Context: an optimization exercise on an open-source flow, tuned for small area and a short achievable clock period. The choices shown serve that exercise and are no tape-out recipe. Only simulation tests tie the RTL to the original design; equivalence was not proved. The flow treats the clock pin as an ideal source, which a real chip does not have. Power and IR drop assume default switching activity.

==> run Y: inputs <==
==> flow/design.v (excerpt) <==
module systolic_4x4(    input  wire clk,
                        input  wire rst,
                        input  wire [31: 0] x_flat,    
                        input  wire [31: 0] y_flat,    
                        output wire [255:0] out_flat,  
                        output wire done
        );
clock: 5.5 ns
lec_check: 0
cap_margin: 20
core_margin: 2
core_utilization: 65
cts_buf_list: sky130_fd_sc_hd__clkbuf_8 sky130_fd_sc_hd__clkbuf_16
cts_cluster_diameter: 80
cts_cluster_size: 24
place_density: 0.75
setup_slack_margin: 1.5
slew_margin: 20
synth_hierarchical: 1
synth_minimum_keep_size: 0
standard.sh (not shown) runs the stock make flow with config.mk's settings and CLKGATE_MAP_FILE= SYNTH_SCRIPT=/design/flow/synth_recipe.tcl, a recipe that flattens the netlist after the stock synthesis.
==> flow/flow/run.sh <==
#!/bin/bash
# Layout flow:
#  1. the standard synthesis;
#  2. every combinational cell that synthesis mapped at a drive strength
#     above 1 is set to drive strength 1 (timing repair later sizes up what
#     needs it);
#  3. the standard floorplan, placement and clock tree, with the port
#     buffers made of sky130_fd_sc_hd__buf_1 cells;
#  4. the accumulator and out registers get their clock through a short
#     chain of clock cells per leaf clock net (skew for the MAC paths,
#     flow/skew.tcl);
#  5. the standard routing and finishing (timing repair aiming at
#     2.4 ns of setup slack).
set -euo pipefail
bash standard.sh synth > synth.log 2>&1
openroad -no_init -exit flow/downsize.tcl > downsize.log 2>&1
export BUFFER_PORTS_ARGS="-buffer_cell sky130_fd_sc_hd__buf_1"
bash standard.sh cts > layout_cts.log 2>&1
openroad -no_init -exit flow/skew.tcl > skew.log 2>&1
bash standard.sh SETUP_SLACK_MARGIN=2.4 > layout.log 2>&1
Other scripts of this flow, unchanged in this note and not shown: flow/flow/downsize.tcl, flow/flow/skew.tcl
==> run K (differences from run Y) <==
--- a/flow/design.v
+++ b/flow/design.v
@@ -272,34 +272,40 @@
     wire n195;
     GC000 un195 (.i0(n185), .i1(n186), .i2(n184), .o(n195));
     wire n196;
     GC000 un196 (.i0(n187), .i1(n188), .i2(n184), .o(n196));
     wire n197;
     GC000 un197 (.i0(n189), .i1(n190), .i2(n184), .o(n197));
     assign s[0] = n125;
-    assign s[1] = n127 ^ n126;
-    assign s[2] = n129 ^ ~n156;
-    assign s[3] = n131 ^ ~n169;
-    assign s[4] = n133 ^ n170;
-    assign s[5] = n135 ^ ~n181;
-    assign s[6] = n137 ^ ~n182;
-    assign s[7] = n139 ^ ~n183;
-    assign s[8] = n141 ^ ~n184;
-    assign s[9] = n143 ^ ~n191;
-    assign s[10] = n145 ^ n192;
-    assign s[11] = n147 ^ n193;
-    assign s[12] = n149 ^ ~n194;
-    assign s[13] = n151 ^ n195;
-    assign s[14] = n153 ^ n196;
-    assign s[15] = n155 ^ ~n197;
+    XOR2S us1 (.a(n127), .b(n126), .y(s[1]));
+    XNOR2S us2 (.a(n129), .b(n156), .y(s[2]));
+    XNOR2S us3 (.a(n131), .b(n169), .y(s[3]));
+    XOR2S us4 (.a(n133), .b(n170), .y(s[4]));
+    XNOR2S us5 (.a(n135), .b(n181), .y(s[5]));
+    XNOR2S us6 (.a(n137), .b(n182), .y(s[6]));
+    XNOR2S us7 (.a(n139), .b(n183), .y(s[7]));
+    XNOR2S us8 (.a(n141), .b(n184), .y(s[8]));
+    XNOR2S us9 (.a(n143), .b(n191), .y(s[9]));
+    XOR2S us10 (.a(n145), .b(n192), .y(s[10]));
+    XOR2S us11 (.a(n147), .b(n193), .y(s[11]));
+    XNOR2S us12 (.a(n149), .b(n194), .y(s[12]));
+    XOR2S us13 (.a(n151), .b(n195), .y(s[13]));
+    XOR2S us14 (.a(n153), .b(n196), .y(s[14]));
+    XNOR2S us15 (.a(n155), .b(n197), .y(s[15]));
 endmodule
 module FA(input wire a, input wire b, input wire c, output wire s, output wire co);
     assign s = a ^ b ^ c;
     assign co = (a & b) | (a & c) | (b & c);
 endmodule
+module XOR2S(input wire a, input wire b, output wire y);
+    assign y = a ^ b;
+endmodule
+module XNOR2S(input wire a, input wire b, output wire y);
+    assign y = ~(a ^ b);
+endmodule
 module HA(input wire a, input wire b, output wire s, output wire co);
     assign s = a ^ b;
     assign co = a & b;
 endmodule
 module BSEL(input wire one, input wire two, input wire neg, input wire xa, input wire xb, output wire pp);
     wire sn;
     BSELA ua (.one(one), .two(two), .xa(xa), .xb(xb), .sn(sn));
==> flow/flow/run.sh (replaced) <==
#!/bin/bash
# Layout flow:
#  1. the standard synthesis;
#  2. every combinational cell that synthesis mapped at a drive strength
#     above 1 is set to drive strength 1 (timing repair later sizes up what
#     needs it);
#  3. the standard floorplan, placement and clock tree, with the port
#     buffers made of sky130_fd_sc_hd__buf_1 cells;
#  4. the accumulator and out registers get their clock through a short
#     chain of clock cells per leaf clock net (skew for the MAC paths,
#     flow/skew.tcl);
#  5. the standard routing and finishing.
set -euo pipefail
bash standard.sh synth > synth.log 2>&1
openroad -no_init -exit flow/downsize.tcl > downsize.log 2>&1
export BUFFER_PORTS_ARGS="-buffer_cell sky130_fd_sc_hd__buf_1"
bash standard.sh cts > layout_cts.log 2>&1
openroad -no_init -exit flow/skew.tcl > skew.log 2>&1
bash standard.sh > layout.log 2>&1
==> run F (differences from run Y) <==
--- a/flow/design.v
+++ b/flow/design.v
@@ -272,34 +272,40 @@
     wire n195;
     GC000 un195 (.i0(n185), .i1(n186), .i2(n184), .o(n195));
     wire n196;
     GC000 un196 (.i0(n187), .i1(n188), .i2(n184), .o(n196));
     wire n197;
     GC000 un197 (.i0(n189), .i1(n190), .i2(n184), .o(n197));
     assign s[0] = n125;
-    assign s[1] = n127 ^ n126;
-    assign s[2] = n129 ^ ~n156;
-    assign s[3] = n131 ^ ~n169;
-    assign s[4] = n133 ^ n170;
-    assign s[5] = n135 ^ ~n181;
-    assign s[6] = n137 ^ ~n182;
-    assign s[7] = n139 ^ ~n183;
-    assign s[8] = n141 ^ ~n184;
-    assign s[9] = n143 ^ ~n191;
-    assign s[10] = n145 ^ n192;
-    assign s[11] = n147 ^ n193;
-    assign s[12] = n149 ^ ~n194;
-    assign s[13] = n151 ^ n195;
-    assign s[14] = n153 ^ n196;
-    assign s[15] = n155 ^ ~n197;
+    XOR2S us1 (.a(n127), .b(n126), .y(s[1]));
+    XNOR2S us2 (.a(n129), .b(n156), .y(s[2]));
+    XNOR2S us3 (.a(n131), .b(n169), .y(s[3]));
+    XOR2S us4 (.a(n133), .b(n170), .y(s[4]));
+    XNOR2S us5 (.a(n135), .b(n181), .y(s[5]));
+    XNOR2S us6 (.a(n137), .b(n182), .y(s[6]));
+    XNOR2S us7 (.a(n139), .b(n183), .y(s[7]));
+    XNOR2S us8 (.a(n141), .b(n184), .y(s[8]));
+    XNOR2S us9 (.a(n143), .b(n191), .y(s[9]));
+    XOR2S us10 (.a(n145), .b(n192), .y(s[10]));
+    XOR2S us11 (.a(n147), .b(n193), .y(s[11]));
+    XNOR2S us12 (.a(n149), .b(n194), .y(s[12]));
+    XOR2S us13 (.a(n151), .b(n195), .y(s[13]));
+    XOR2S us14 (.a(n153), .b(n196), .y(s[14]));
+    XNOR2S us15 (.a(n155), .b(n197), .y(s[15]));
 endmodule
 module FA(input wire a, input wire b, input wire c, output wire s, output wire co);
     assign s = a ^ b ^ c;
     assign co = (a & b) | (a & c) | (b & c);
 endmodule
+module XOR2S(input wire a, input wire b, output wire y);
+    assign y = a ^ b;
+endmodule
+module XNOR2S(input wire a, input wire b, output wire y);
+    assign y = ~(a ^ b);
+endmodule
 module HA(input wire a, input wire b, output wire s, output wire co);
     assign s = a ^ b;
     assign co = a & b;
 endmodule
 module BSEL(input wire one, input wire two, input wire neg, input wire xa, input wire xb, output wire pp);
     wire sn;
     BSELA ua (.one(one), .two(two), .xa(xa), .xb(xb), .sn(sn));
@@ -318,14 +324,19 @@
     assign pp = ~(((one | two) & xa) ^ neg);
 endmodule
 module BENC(input wire b2, input wire b1, input wire b0, output wire one, output wire two, output wire neg);
     assign one = b1 ^ b0;
     assign two = (b2 & ~b1 & ~b0) | (~b2 & b1 & b0);
     assign neg = b2;
 endmodule
+module BENC0(input wire b2, input wire b1, output wire one, output wire two, output wire neg);
+    assign one = b1;
+    assign two = b2 & ~b1;
+    assign neg = b2;
+endmodule
 module GC000(input wire i0, input wire i1, input wire i2, output wire o);
     assign o = (~i0 | (~i1 & ~i2));
 endmodule
 module GC001(input wire i0, input wire i1, input wire i2, output wire o);
     assign o = ~(~i0 | (~i1 & i2));
 endmodule
 module GC110(input wire i0, input wire i1, input wire i2, output wire o);
@@ -367,16 +378,16 @@
     assign done = done_r;
     wire snap = (counter == 4'd10);
     wire ld   = snap & ~rst;     
     wire kp   = ~snap & ~rst;    
     genvar gi, gj, gb;
     generate
         for (gj = 0; gj < 4; gj = gj + 1) begin : g_enc
-            BENC e0 (.b2(y_flat[8*gj+1]), .b1(y_flat[8*gj+0]), .b0(1'b0),
-                     .one(ytop[gj][0]), .two(ytop[gj][1]), .neg(ytop[gj][2]));
+            BENC0 e0 (.b2(y_flat[8*gj+1]), .b1(y_flat[8*gj+0]),
+                      .one(ytop[gj][0]), .two(ytop[gj][1]), .neg(ytop[gj][2]));
             BENC e1 (.b2(y_flat[8*gj+3]), .b1(y_flat[8*gj+2]), .b0(y_flat[8*gj+1]),
                      .one(ytop[gj][3]), .two(ytop[gj][4]), .neg(ytop[gj][5]));
             BENC e2 (.b2(y_flat[8*gj+5]), .b1(y_flat[8*gj+4]), .b0(y_flat[8*gj+3]),
                      .one(ytop[gj][6]), .two(ytop[gj][7]), .neg(ytop[gj][8]));
             BENC e3 (.b2(y_flat[8*gj+7]), .b1(y_flat[8*gj+6]), .b0(y_flat[8*gj+5]),
                      .one(ytop[gj][9]), .two(ytop[gj][10]), .neg(ytop[gj][11]));
         end
--- a/flow/config.mk
+++ b/flow/config.mk
@@ -12,7 +12,8 @@
 export CTS_CLUSTER_DIAMETER = 80
 export CTS_CLUSTER_SIZE = 24
 export PLACE_DENSITY = 0.75
 export SETUP_SLACK_MARGIN = 1.5
 export SLEW_MARGIN = 20
 export SYNTH_HIERARCHICAL = 1
 export SYNTH_MINIMUM_KEEP_SIZE = 0
+export TNS_END_PERCENT = 20
==> summary.md <==
| Metric | Value |
|---|---|
| Unrepaired setup endpoints after global routing | `false` |
| Comb power frac | `between 50% and 60%` |
| Multi-input comb cells | `between 3,000 and 4,000` |
| Die area | `82,290 um2` |
| M2 GR Usage | `between 40% and 50%` |
| Worst Min Path Start | `counter[3]$_SDFF_PP0_` |
| Crit path from | `yo[9][7]$_DFF_P_` |
| Arr. time, crit path | `about 4.6 ns` |
| Layout clock area frac | `under 10%` |
| Status | `finished clean` |
| Sw Share | `between 40% and 50%` |
| Cell area power density | `approximately 560 nW/um2` |
| P_leak | `roughly 25 nW` |
| Syn Area/Cell | `11.05 um2` |
| Sw Pwr | `roughly 0.014 W` |
| Antenna violations before repair | `4` |
| Final core utilization | `approximately 73%` |
Source of the figures above: run K

==> summary.md <==
| Metric | Value |
|---|---|
| Status | `finished clean` |
| Crit path from | `out[5][2]$_DFF_P_` |
| Cell area power density | `about 550 nW/um2` |
| Worst Min Path Start | `counter[3]$_SDFF_PP0_` |
| Tcrit/Tclk final | `56.73%` |
| Arr. time, crit path | `between 2 and 2.5 ns` |
| Final core utilization | `between 70% and 80%` |
| P_leak | `24.83 nW` |
| Sw Pwr | `roughly 0.014 W` |
| Die area | `approximately 82,000 um2` |
| Syn Area/Cell | `around 11 um2` |
| Multi-input comb cells | `about 3,600` |
| Antenna violations before repair | `2` |
| Unrepaired setup endpoints after global routing | `true` |
| Layout clock area frac | `under 10%` |
| Sw Share | `around two fifths` |
| M2 GR Usage | `around half` |
Source of the figures above: run F

==> summary.md <==
| Metric | Value |
|---|---|
| Status | `finished clean` |
| Antenna violations before repair | `1` |
| Crit path from | `yo[5][6]$_DFF_P_` |
| Worst Min Path Start | `xo[15][0]$_DFF_P_` |
| Cell area power density | `about 610 nW/um2` |
| Seq/total area | `between 20% and 30%` |
| Num ports | `between 300 and 400` |
| Final core utilization | `between 70% and 80%` |
| Arr. time, crit path | `between 4 and 5 ns` |
| Multi-input comb cells | `around 3,600` |
| Sw Share | `between 40 and 50%` |
| Setup crit end kind | `register` |
| Unrepaired setup endpoints after global routing | `true` |
| Syn Area/Cell | `between 10 and 15 um2` |
| M2 GR Usage | `between 40% and 50%` |
| Layout clock area frac | `between 2 and 3%` |
| Number of I/O port buffers | `roughly 320` |
Source of the figures above: run Y

separate check: timing with driven ports:
The flow's constraints put no driver on any port. The routed layouts listed below were extracted and timed again, unchanged, in two steps.
Step 1 sets driving cells, clkbuf_16 on the clock port and buf_2 on the other inputs (assumed; they add their load-dependent delay and slew).
Step 2, shift: input delay + t, output delay - t, t = (earliest + latest rising clock arrival at the registers) / 2. This alone moves slack from input paths to output paths.
Three values: ideal ports, drivers, drivers and shift; two values: the first two.
run	shift t [ns]	slack for setup (ns)	hold slack, ns	worst setup path at the end	clock arrival spread, ns
run Y	1.105	2.379 / 2.351 / 2.379	0.092 / 0.092 / 0.092	register to register	0.891 / 0.891
run K	1.085	2.168 / 2.168 / 2.168	0.121 / 0.121 / 0.121	register to register	0.878 / 0.879
run F	1.075	2.380 / 2.305 / 2.398	0.140 / 0.140 / 0.140	register to register	0.864 / 0.865
In every run listed the clock reaches the registers at very different times; t lies between them, and the last value is a rough guide only.
